This is an optimization exercise on Yosys and OpenROAD, whose aim is small area, not a production implementation. RTL that was checked went through simulation tests only; none was proved equivalent to the original. The RTL of run 2 was laid out without a check of its function.

==> flow/design.v (outline; a module is shown in full before it is edited, if it fits) <==
// module ai_accel: 1638 lines
// module wsel: 11 lines
// module fa: 6 lines
// module ha: 6 lines
// module hai: 6 lines
// module ham: 6 lines
module ai_accel
(
	rst_n,
	clk,
	addr,
	wr_en,
	accel_select,
	data_in,
	ctr,
	data_out
);
  // ...
==> flow/flow/run.sh <==
#!/bin/bash
# Standard layout (standard.sh), except: the synthesis buffers are removed at
# floorplan, ports get buf_2 buffers, and CTS inserts no dummy loads.
set -e
cat >> config.mk <<'EOF'
export REMOVE_ABC_BUFFERS = 1
export BUFFER_PORTS_ARGS = -buffer_cell sky130_fd_sc_hd__buf_2
export CTS_ARGS = -sink_clustering_enable -repair_clock_nets -dont_use_dummy_load -sink_clustering_size 25 -sink_clustering_max_diameter 100 -buf_list sky130_fd_sc_hd__clkbuf_16
EOF
bash standard.sh > standard.log 2>&1
==> flow/standard.sh <==
#!/bin/bash
# synth_recipe.tcl (not shown) runs the flow's synth.tcl, then flattens the netlist and writes it again
# the make line also repeats each setting of config.mk as NAME=value (left out here)
make -C /OpenROAD-flow-scripts/flow DESIGN_CONFIG=/design/flow/config.mk WORK_HOME=/design/flow/orfs CLKGATE_MAP_FILE= SYNTH_SCRIPT=/design/flow/synth_recipe.tcl "${@:-finish}"
==> flow/config.mk <==
export PLATFORM = sky130hd
export DESIGN_NAME = ai_accel
export DESIGN_NICKNAME = ai_accel
export VERILOG_FILES = /design/flow/design.v
export SDC_FILE = /design/flow/constraint.sdc
export NUM_CORES = 4
export LEC_CHECK = 0
export CAP_MARGIN = 20
export CORE_MARGIN = 2
export CORE_UTILIZATION = 60
export CTS_BUF_LIST = sky130_fd_sc_hd__clkbuf_16
export CTS_CLUSTER_DIAMETER = 100
export CTS_CLUSTER_SIZE = 25
export GPL_TIMING_DRIVEN = 0
export PLACE_DENSITY = 0.7
export SETUP_SLACK_MARGIN = 0
export SLEW_MARGIN = 20
export SYNTH_HIERARCHICAL = 1
export SYNTH_MINIMUM_KEEP_SIZE = 0
export REMOVE_ABC_BUFFERS = 1
export BUFFER_PORTS_ARGS = -buffer_cell sky130_fd_sc_hd__buf_2
export CTS_ARGS = -sink_clustering_enable -repair_clock_nets -dont_use_dummy_load -sink_clustering_size 25 -sink_clustering_max_diameter 100 -buf_list sky130_fd_sc_hd__clkbuf_16
==> flow/constraint.sdc <==
create_clock -name core_clock -period 32.0 [get_ports {clk}]
set_input_delay 6.4000 -clock core_clock [delete_from_list [all_inputs] [get_ports {clk}]]
set_output_delay 6.4000 -clock core_clock [all_outputs]
set_load 0.01 [all_outputs]
==> reports/results.txt, run 1 <==
Vias in the first global route = 19860
Tmin final = 22.60 ns
Inverters = 98
CORE AREA = 39640 um^2
Top routing layer in use = met5
Grt met1 use = 0.6544
Status = finished clean
Global route total overflow = 0
Worst-margin pin slew = 1.066 ns
CP Max Fanout = 9
Placed Cells = 2522
Dpl hpwl = 78.00 mm
Die Y = 204.0 um
Num CTS Buffers = 15
DP Area = 25100 um^2
Top cell type's share of synthesized area = 0.3563
# H-tree levels = 1
Final ANT Viol Nets = 0
Hold_ws = 0.5239 ns
TAP cells = 525
Slowest Stage Delay on Critical Path = 0.61 ns
Worst-path clk slew = 0.10 ns
CP Launch Type = flop
Initial antenna violation count = 3
Post-Syn Instances = 1988
Multiplexer share of the synthesized area = 0.0008344
Final Hold Viols = 0
WL per Instance = 39.72 um
Flop2flop setup slack = 21.00 ns
Post-synthesis compound-gate area fraction = 0.1075
Grt met3 use = 0.2071
Buffer share of cell area = 0.02984
Simple-Gate Fraction of Synth Area = 0.1220
Share of cells above drive strength 1 = 0.08499
# nets final = 2594
Final period util = 0.7062
Number of port buffers = 73
Slew headroom = 0.2890
==> module wsel, before the edit <==
module wsel(go, st, vA0, vA1, vA2, vB0, vB1, vB2, vB3, s0, s1, s2);
	input go;
	input [1:0] st;
	input vA0, vA1, vA2, vB0, vB1, vB2, vB3;
	output [3:0] s0, s1, s2;
	wire x = ~go & (st != 2'd0);
	wire y = ~go & ~(st == 2'd1);
	assign s0 = {x & y & vB1, x & ~y & vB1, ~x & y & vB0, ~x & ~y & vB0} & {4{vA0}};
	assign s1 = {x & y & vB2, x & ~y & vB2, ~x & y & vB1, ~x & ~y & vB1} & {4{vA1}};
	assign s2 = {x & y & vB3, x & ~y & vB3, ~x & y & vB2, ~x & ~y & vB2} & {4{vA2}};
endmodule
==> run 2: changes to the inputs <==
--- a/flow/design.v
+++ b/flow/design.v
@@ -18,17 +18,17 @@
 	input [31:0] data_in;
 	output [31:0] data_out;
 	output [15:0] ctr;
 	reg go_bit;
 	reg [1:0] st;           
 	reg [31:0] data_A0, data_A1, data_A2;
 	reg [31:0] data_B0, data_B1, data_B2, data_B3;
 	reg vA0, vA1, vA2, vB0, vB1, vB2, vB3;
-	reg [7:0] res1, res2, res3, res4;
+	reg [7:0] res1, res2, res3;
 	reg go_seen;            
 	wire [3:0] fld = addr[5:2];
 	wire wr = wr_en & accel_select;
 	wire go_bit_in = wr & (fld == 4'b1000);
 	wire done_bit = st[1] & st[0];
 	wire [1:0] counter = {st[1], st[0] & ~st[1]};
 	assign ctr = {14'b0, counter};
 	wire wA0 = wr & (fld == 4'b1010);
@@ -70,17 +70,17 @@
 		if (wB1) data_B1 <= data_in;
 		if (wB2) data_B2 <= data_in;
 		if (wB3) data_B3 <= data_in;
 	end
 	wire [23:0] a0 = data_A0[23:0];
 	wire [23:0] a1 = data_A1[23:0];
 	wire [23:0] a2 = data_A2[23:0];
 	wire [3:0] s0, s1, s2;
-	wsel ws(go_bit_in, st, vA0, vA1, vA2, vB0, vB1, vB2, vB3, s0, s1, s2);
+	wsel ws(st, vA0, vA1, vA2, vB0, vB1, vB2, vB3, s0, s1, s2);
 	wire [23:0] b0 = ({24{s0[0]}} & data_B0[31:8]) | ({24{s0[1]}} & data_B0[23:0]) |
 	                 ({24{s0[2]}} & data_B1[31:8]) | ({24{s0[3]}} & data_B1[23:0]);
 	wire [23:0] b1 = ({24{s1[0]}} & data_B1[31:8]) | ({24{s1[1]}} & data_B1[23:0]) |
 	                 ({24{s1[2]}} & data_B2[31:8]) | ({24{s1[3]}} & data_B2[23:0]);
 	wire [23:0] b2 = ({24{s2[0]}} & data_B2[31:8]) | ({24{s2[1]}} & data_B2[23:0]) |
 	                 ({24{s2[2]}} & data_B3[31:8]) | ({24{s2[3]}} & data_B3[23:0]);
 	wire [7:0] r;
 	wire p1 = ~(a0[0] & b0[0]);
@@ -933,66 +933,65 @@
 	wire r589 = ovf586 | s359;
 	wire r590 = ovf586 | ~s387;
 	wire r591 = ovf586 | s423;
 	wire r592 = ovf586 | s468;
 	wire r593 = ovf586 | s522;
 	wire r594 = ovf586 | s585;
 	assign r = {r594, r593, r592, r591, r590, r589, r588, r587};
 	always @(posedge clk) begin
-		if (go_bit_in) res1 <= r;
-		if (st == 2'd0) res2 <= r;
-		if (st == 2'd1) res3 <= r;
-		if (st == 2'd2) res4 <= r;
+		if (st == 2'd0) res1 <= r;
+		if (st == 2'd1) res2 <= r;
+		if (st == 2'd2) res3 <= r;
 	end
 	wire [31:0] data_C, data_C2;
 	wire s595, c595;
 	fa u595 (res1[0], res2[0], res3[0], s595, c595);
 	wire s596, c596;
-	ha u596 (res4[0], s595, s596, c596);
+	ha u596 (s595, r[0], s596, c596);
 	wire s597, c597;
 	fa u597 (res1[1], res2[1], res3[1], s597, c597);
 	wire s598, c598;
-	fa u598 (res4[1], c595, s597, s598, c598);
+	fa u598 (c595, s597, r[1], s598, c598);
 	wire s599, c599;
 	ha u599 (c596, s598, s599, c599);
 	wire s600, c600;
 	fa u600 (res1[2], res2[2], res3[2], s600, c600);
 	wire s601, c601;
-	fa u601 (res4[2], c597, s600, s601, c601);
+	fa u601 (c597, s600, r[2], s601, c601);
 	wire s602, c602;
 	fa u602 (c598, s601, c599, s602, c602);
 	wire s603, c603;
 	fa u603 (res1[3], res2[3], res3[3], s603, c603);
 	wire s604, c604;
-	fa u604 (res4[3], c600, s603, s604, c604);
+	fa u604 (c600, s603, r[3], s604, c604);
 	wire s605, c605;
 	fa u605 (c601, s604, c602, s605, c605);
 	wire s606, c606;
 	fa u606 (res1[4], res2[4], res3[4], s606, c606);
 	wire s607, c607;
-	fa u607 (res4[4], c603, s606, s607, c607);
+	fa u607 (c603, s606, r[4], s607, c607);
 	wire s608, c608;
 	fa u608 (c604, s607, c605, s608, c608);
 	wire s609, c609;
 	fa u609 (res1[5], res2[5], res3[5], s609, c609);
 	wire s610, c610;
-	fa u610 (res4[5], c606, s609, s610, c610);
+	fa u610 (c606, s609, r[5], s610, c610);
 	wire s611, c611;
 	fa u611 (c607, s610, c608, s611, c611);
 	wire s612, c612;
 	fa u612 (res1[6], res2[6], res3[6], s612, c612);
 	wire s613, c613;
-	fa u613 (res4[6], c609, s612, s613, c613);
+	fa u613 (c609, s612, r[6], s613, c613);
 	wire s614, c614;
 	fa u614 (c610, s613, c611, s614, c614);
 	wire s615, c615;
 	fa u615 (res1[7], res2[7], res3[7], s615, c615);
 	wire s616, c616;
-	fa u616 (res4[7], c612, s615, s616, c616);
+	fa u616 (c612, s615, r[7], s616, c616);
 	wire s617, c617;
 	fa u617 (c613, s616, c614, s617, c617);
 	wire s618, c618;
 	fa u618 (c615, c616, c617, s618, c618);
 	wire d619 = ~(res1[0] ^ ~s602);
 	wire b620 = res1[0] | ~s602;
 	wire i621 = ~s605;
 	wire s622, c622;
@@ -1233,39 +1232,39 @@
 	wire p815 = ~(s786 & s792);
 	wire p816 = ~(s786 & m794);
 	wire p817 = ~(s788 & s790);
 	wire p818 = ~(s788 & s792);
 	wire p819 = ~(s788 & m794);
 	wire p820 = ~(s790 & s792);
 	wire p821 = ~(s790 & m794);
 	wire p822 = ~(s792 & m794);
-	wire d823 = ~(res4[0] ^ ~s602);
-	wire b824 = res4[0] | ~s602;
+	wire d823 = ~(r[0] ^ ~s602);
+	wire b824 = r[0] | ~s602;
 	wire i825 = ~s605;
 	wire s826, c826;
-	fa u826 (res4[1], i825, b824, s826, c826);
+	fa u826 (r[1], i825, b824, s826, c826);
 	wire i827 = ~s608;
 	wire s828, c828;
-	fa u828 (res4[2], i827, c826, s828, c828);
+	fa u828 (r[2], i827, c826, s828, c828);
 	wire i829 = ~s611;
 	wire s830, c830;
-	fa u830 (res4[3], i829, c828, s830, c830);
+	fa u830 (r[3], i829, c828, s830, c830);
 	wire i831 = ~s614;
 	wire s832, c832;
-	fa u832 (res4[4], i831, c830, s832, c832);
+	fa u832 (r[4], i831, c830, s832, c832);
 	wire i833 = ~s617;
 	wire s834, c834;
-	fa u834 (res4[5], i833, c832, s834, c834);
+	fa u834 (r[5], i833, c832, s834, c834);
 	wire i835 = ~s618;
 	wire s836, c836;
-	fa u836 (res4[6], i835, c834, s836, c836);
+	fa u836 (r[6], i835, c834, s836, c836);
 	wire i837 = ~c618;
 	wire s838, c838;
-	fa u838 (res4[7], i837, c836, s838, c838);
+	fa u838 (r[7], i837, c836, s838, c838);
 	wire pc839 = d823 & c838;
 	wire pc840 = s826 & c838;
 	wire pc841 = s828 & c838;
 	wire pc842 = s830 & c838;
 	wire pc843 = s832 & c838;
 	wire pc844 = s834 & c838;
 	wire pc845 = s836 & c838;
 	wire pc846 = s838 & c838;
@@ -1531,17 +1530,17 @@
 	fa u1002 (i1001, c983, c985, s1002, c1002);
 	wire s1003, c1003;
 	fa u1003 (s998, c986, c988, s1003, c1003);
 	wire s1004, c1004;
 	fa u1004 (s999, s1000, c989, s1004, c1004);
 	wire s1005, c1005;
 	fa u1005 (s1002, c990, c991, s1005, c1005);
 	wire s1006, c1006;
-	fa u1006 (s1003, s1004, c992, s1006, c1006);
+	fa u1006 (s1003, c992, s1004, s1006, c1006);
 	wire s1007, c1007;
 	fa u1007 (c993, s1005, s1006, s1007, c1007);
 	wire s1008, c1008;
 	fa u1008 (c994, s1007, c995, s1008, c1008);
 	wire i1009 = ~c997;
 	wire s1010, c1010;
 	fa u1010 (s1008, c996, i1009, s1010, c1010);
 	wire s1011, c1011;
@@ -1558,36 +1557,36 @@
 	fa u1017 (i1016, c998, s1012, s1017, c1017);
 	wire s1018, c1018;
 	fa u1018 (c999, c1000, s1013, s1018, c1018);
 	wire s1019, c1019;
 	fa u1019 (s1015, c1002, c1003, s1019, c1019);
 	wire s1020, c1020;
 	fa u1020 (s1017, s1018, c1004, s1020, c1020);
 	wire s1021, c1021;
-	fa u1021 (c1005, s1019, s1020, s1021, c1021);
+	fa u1021 (c1005, s1019, c1006, s1021, c1021);
 	wire s1022, c1022;
-	fa u1022 (c1006, s1021, c1007, s1022, c1022);
+	fa u1022 (s1020, c1007, s1021, s1022, c1022);
 	wire s1023, c1023;
 	fa u1023 (s1022, c1008, c1010, s1023, c1023);
 	wire s1024, c1024;
 	fa u1024 (p685, p753, p821, s1024, c1024);
 	wire i1025 = ~c1011;
 	wire s1026, c1026;
 	fa u1026 (p889, i1025, c1012, s1026, c1026);
 	wire s1027, c1027;
 	fa u1027 (c1013, c1015, s1024, s1027, c1027);
 	wire s1028, c1028;
 	fa u1028 (c1017, s1026, c1018, s1028, c1028);
 	wire s1029, c1029;
 	fa u1029 (s1027, c1019, s1028, s1029, c1029);
 	wire s1030, c1030;
 	fa u1030 (c1020, s1029, c1021, s1030, c1030);
 	wire s1031, c1031;
-	fa u1031 (s1030, c1022, c1023, s1031, c1031);
+	fa u1031 (c1022, s1030, c1023, s1031, c1031);
 	wire s1032, c1032;
 	fa u1032 (m658, m726, m794, s1032, c1032);
 	wire s1033, c1033;
 	fa u1033 (p686, p754, p822, s1033, c1033);
 	wire i1034 = ~p890;
 	wire s1035, c1035;
 	fa u1035 (m862, i1034, s1032, s1035, c1035);
 	wire s1036, c1036;
@@ -1632,23 +1631,22 @@
 		4'b1111: data_out = rdB2;
 		4'b0000: data_out = rdB3;
 		4'b0001: data_out = go_seen ? data_C : 32'b0;
 		4'b0010: data_out = go_seen ? data_C2 : 32'b0;
 		default: data_out = 32'b0;
 		endcase
 	end
 endmodule
-module wsel(go, st, vA0, vA1, vA2, vB0, vB1, vB2, vB3, s0, s1, s2);
-	input go;
+module wsel(st, vA0, vA1, vA2, vB0, vB1, vB2, vB3, s0, s1, s2);
 	input [1:0] st;
 	input vA0, vA1, vA2, vB0, vB1, vB2, vB3;
 	output [3:0] s0, s1, s2;
-	wire x = ~go & (st != 2'd0);
-	wire y = ~go & ~(st == 2'd1);
+	wire x = st[1];
+	wire y = st[0];
 	assign s0 = {x & y & vB1, x & ~y & vB1, ~x & y & vB0, ~x & ~y & vB0} & {4{vA0}};
 	assign s1 = {x & y & vB2, x & ~y & vB2, ~x & y & vB1, ~x & ~y & vB1} & {4{vA1}};
 	assign s2 = {x & y & vB3, x & ~y & vB3, ~x & y & vB2, ~x & ~y & vB2} & {4{vA2}};
 endmodule
 module fa(x, y, z, s, c);
 	input x, y, z;
 	output s, c;
 	assign s = x ^ y ^ z;
==> flow/run.sh (new file) <==
#!/bin/bash
# synth_recipe.tcl (not shown) runs the flow's synth.tcl, then flattens the netlist and writes it again
# the make line also repeats each setting of config.mk as NAME=value (left out here)
make -C /OpenROAD-flow-scripts/flow DESIGN_CONFIG=/design/flow/config.mk WORK_HOME=/design/flow/orfs CLKGATE_MAP_FILE= SYNTH_SCRIPT=/design/flow/synth_recipe.tcl finish
==> flow/config.mk (replaced) <==
export PLATFORM = sky130hd
export DESIGN_NAME = ai_accel
export DESIGN_NICKNAME = ai_accel
export VERILOG_FILES = /design/flow/design.v
export SDC_FILE = /design/flow/constraint.sdc
export NUM_CORES = 4
export LEC_CHECK = 0
export CAP_MARGIN = 20
export CORE_MARGIN = 2
export CORE_UTILIZATION = 45
export CTS_BUF_LIST = sky130_fd_sc_hd__clkbuf_16
export CTS_CLUSTER_DIAMETER = 100
export CTS_CLUSTER_SIZE = 25
export PLACE_DENSITY = 0.6
export SETUP_SLACK_MARGIN = 0
export SLEW_MARGIN = 20
export SYNTH_HIERARCHICAL = 1
export SYNTH_MINIMUM_KEEP_SIZE = 0
removed: flow/flow/run.sh
removed: flow/standard.sh
==> run 2 against run 1 <==
Still clean. Synthesized area is 0.89% lower. Via count decreased by 5.7%. Count of clock-buffer cells in the layout did not move. Die area up 31%. Highest routed layer unchanged.
==> reports/results.txt, run 2 <==
Io pins = 116
Placed Cells = 2708 (+7.4%)
Vias per inst = 6.690
Tmin final = 31.14 ns (+8.537 ns)
Sequential fraction of the synthesis area = 0.3247
# H-tree levels = 1 (unchanged)
Top cell type's share of synthesized area = 0.3595 (+0.003187)
Slowest Stage Delay on Critical Path = 0.66 ns (+0.05 ns)
CTS Buffer Depth = 3
Dominant synthesized flop cell = edfxtp_1
Slew headroom = 0.1801 (-0.1089)
Post-CTS Repair Setup Buffers = 0
Top cell by count, worst path = fa_1
Yosys top cell by area = fa_1
Share of cells above drive strength 1 = 0.06018 (-0.02481)
Worst-margin pin slew = 1.230 ns (+0.1634 ns)
Cell Area, Synth = 23780 um^2
Skew-Pair Late Insertion Delay = 0.53 ns
Clk_skew = 0.03859 ns
Unique masters post-synth = 54
First-pass GRT wire length = 141.9 mm
Post-synth top cells = nand2_1, fa_1, edfxtp_1
Num CTS Buffers = 15 (unchanged)
Number of port buffers = 73 (unchanged)
Area contributors post-synth = fa_1, edfxtp_1, nand2_1
CP endpoint kind = output port
Final ANT Viol Nets = 0 (unchanged)
Die Y = 233.9 um (+15%)
Hold-fix buffers, CTS = 0
#FFs+latches synth = 259
Status = finished clean
CORE AREA = 52450 um^2 (+32%)
DP Area = 25430 um^2 (+1.3%)
Die width = 233.9 um
Global route total overflow = 0 (unchanged)
Placer Congestion = 0.9904
CP Launch Type = flop
Async S/R FF share, synth = 0.04247
CTS tree = done
WL per Instance = 36.80 um (-7.3%)
Synth Warn # = 7
Hold_ws = 0.5173 ns (-0.006602 ns)
Worst-path clk slew = 0.10 ns (about the same)
Hold Startpoint = go_seen
Hold path depth = 1
Final setup fails = 0
Vias in the first global route = 18840 (-5.2%)
Critical path class = flop to output port
Worst endpoint required time = 25.60 ns
Critical Path Start = st[1]
Initial antenna violation count = 4 (+1)
Avg Cell Area, Syn = 12.03 um^2
Vias = 18300
Max Slew Vio Count = 0
R2R depth = 23
Max-capacitance violation count = 0
Area Growth Syn to Fin = 8.902%
Root Buffer = clkbuf_16
Post-Layout Inst Area = 25900 um^2
Maximum clock rate = 32.12 MHz
RSZ-0062 raised after global routing = no
DRC viols = 0
DRT iter0 DRCs = 2514
DRT Wirelength = 100.7 mm
Final Hold Viols = 0 (unchanged)
Clock sink count = 259
Critical path arrival = 24.74 ns
Final period util = 0.9730 (+0.2668)
Most frequent cells in the layout = nand2_1, fa_1, edfxtp_1
Total global routing track utilization = 0.3768
Fin cells = 2735
Slowest-stage cell, CP = nand2_1
HP Class = flop to flop
FP Rows = 84
Full die area = 54700 um^2
Post-route setup TNS = 0 ns
Commonest non-fill, non-tap cell in the layout = nand2_1
R2r startpoint = st[1]
Post-Syn Instances = 1977 (-0.55%)
DR pass1 iterations = 7
EDFF count, synth = 248
CP Max Fanout = 24 (+15)
# nets final = 2617 (+0.89%)
Initial Util = 0.4534
Count leader, synth = nand2_1
Dpl hpwl = 78.08 mm (about the same)
Post_cts resized = 0
Largest net degree at the start of global routing = 34
-- run 2: area by class of cell --
cell class,count,area [um^2]
Antenna cell,3,7.507
Clock buffer,15,375.4
Clock inverter,9,70.07
Fill cell,4644,26550
Inverter,95,356.6
Multi-Input combinational cell,1531,15310
Sequential cell,259,7722
Tap cell,688,860.8
Timing Repair Buffer,135,1196
-- run 2: modules after synthesis (local to each module, per instance) --
module    cells  area (um^2)  flip-flops and latches
ha            1        12.51                       0
wsel         14        161.4                       0
fa            1        20.02                       0
hai           3        20.02                       0
ham           2        16.27                       0
ai_accel   1469        14430                     259
-- run 2: kinds of logic (layout without fill, tap and decap cells) --
| family | count (synthesis) | after routing | synth area share |
|---|---|---|---|
| mux | 2 | 2 | 0.0008419 |
| simple gates | 669 | 669 | 0.1251 |
| buf+inv | 200 | 254 | 0.03625 |
| flops | 259 | 259 | 0.3247 |
| other cells | 1 | 17 | 0.0001577 |
| fa+ha+maj | 512 | 512 | 0.4042 |
| xor+xnor | 5 | 5 | 0.001841 |
| compound gates | 329 | 329 | 0.1069 |
-- run 2: routing by layer --
| layer | vias to the layer above | share of wire | GRT usage |
|---|---|---|---|
| li1 | 7102 | - | - |
| met1 | 9489 | 0.39 | 0.5267 |
| met2 | 1430 | 0.44 | 0.5765 |
| met3 | 270 | 0.12 | 0.08171 |
| met4 | 6 | 0.051 | 0.1493 |
| met5 | - | 0.00038 | 0 |
-- run 2: through the flow --
step	util	setup WS, ns
6_report	0.4938	0.8644
5_1_grt	0.4937	0.01611
4_1_cts	0.4933	0.6961
3_5_place_dp	0.4848	1.306
3_3_place_gp	0.4848	1.428
2_1_floorplan	-	3.856
-- run 2: worst paths after layout --
| path | end | slack, ns |
|---|---|---|
| max | data_out[14] | 0.86 |
| min | go_seen | 0.52 |
| max reg2reg | res2[7] | 21.87 |
| min reg2reg | go_seen | 0.52 |
| max in group asynchronous | vA1 | 25.40 |
| min in group asynchronous | vB0 | 6.22 |
-- run 2: critical path, delay by kind of cell, from the launching register on --
kind,cells,cell delay (ns)
and+or+nand+nor,12,4.05
adders and majority gates,40,17.71
DFF,1,0.61
buffers and inverters,8,1.51
AOI/OAI and AO/OA,2,0.25

-- re-timing with driven ports --
The flow's constraints put no driver on any port. The routed layouts listed below were extracted and timed again, unchanged, in two steps. Step 1 sets driving cells, clkbuf_16 on the clock port and buf_2 on the other inputs (assumed; they add their load-dependent delay and slew). Step 2 moves the port delays by t, midway between the first and last clock arrival at a register: inputs arrive t later, outputs are due t later. That takes back most of the time a late clock gives input paths. a / b / c = ideal / step 1 / step 2; a / b = the first two.
| run | t, ns | setup WS [ns] | worst slew at a driven data input, ns |
|---|---|---|---|
| run 1 | 0.545 | 9.402 / 9.344 / 9.889 | 0.07 |
| run 2 | 0.570 | 0.864 / 0.809 / 1.379 | 0.06 |
After both steps every run listed still meets setup and hold.
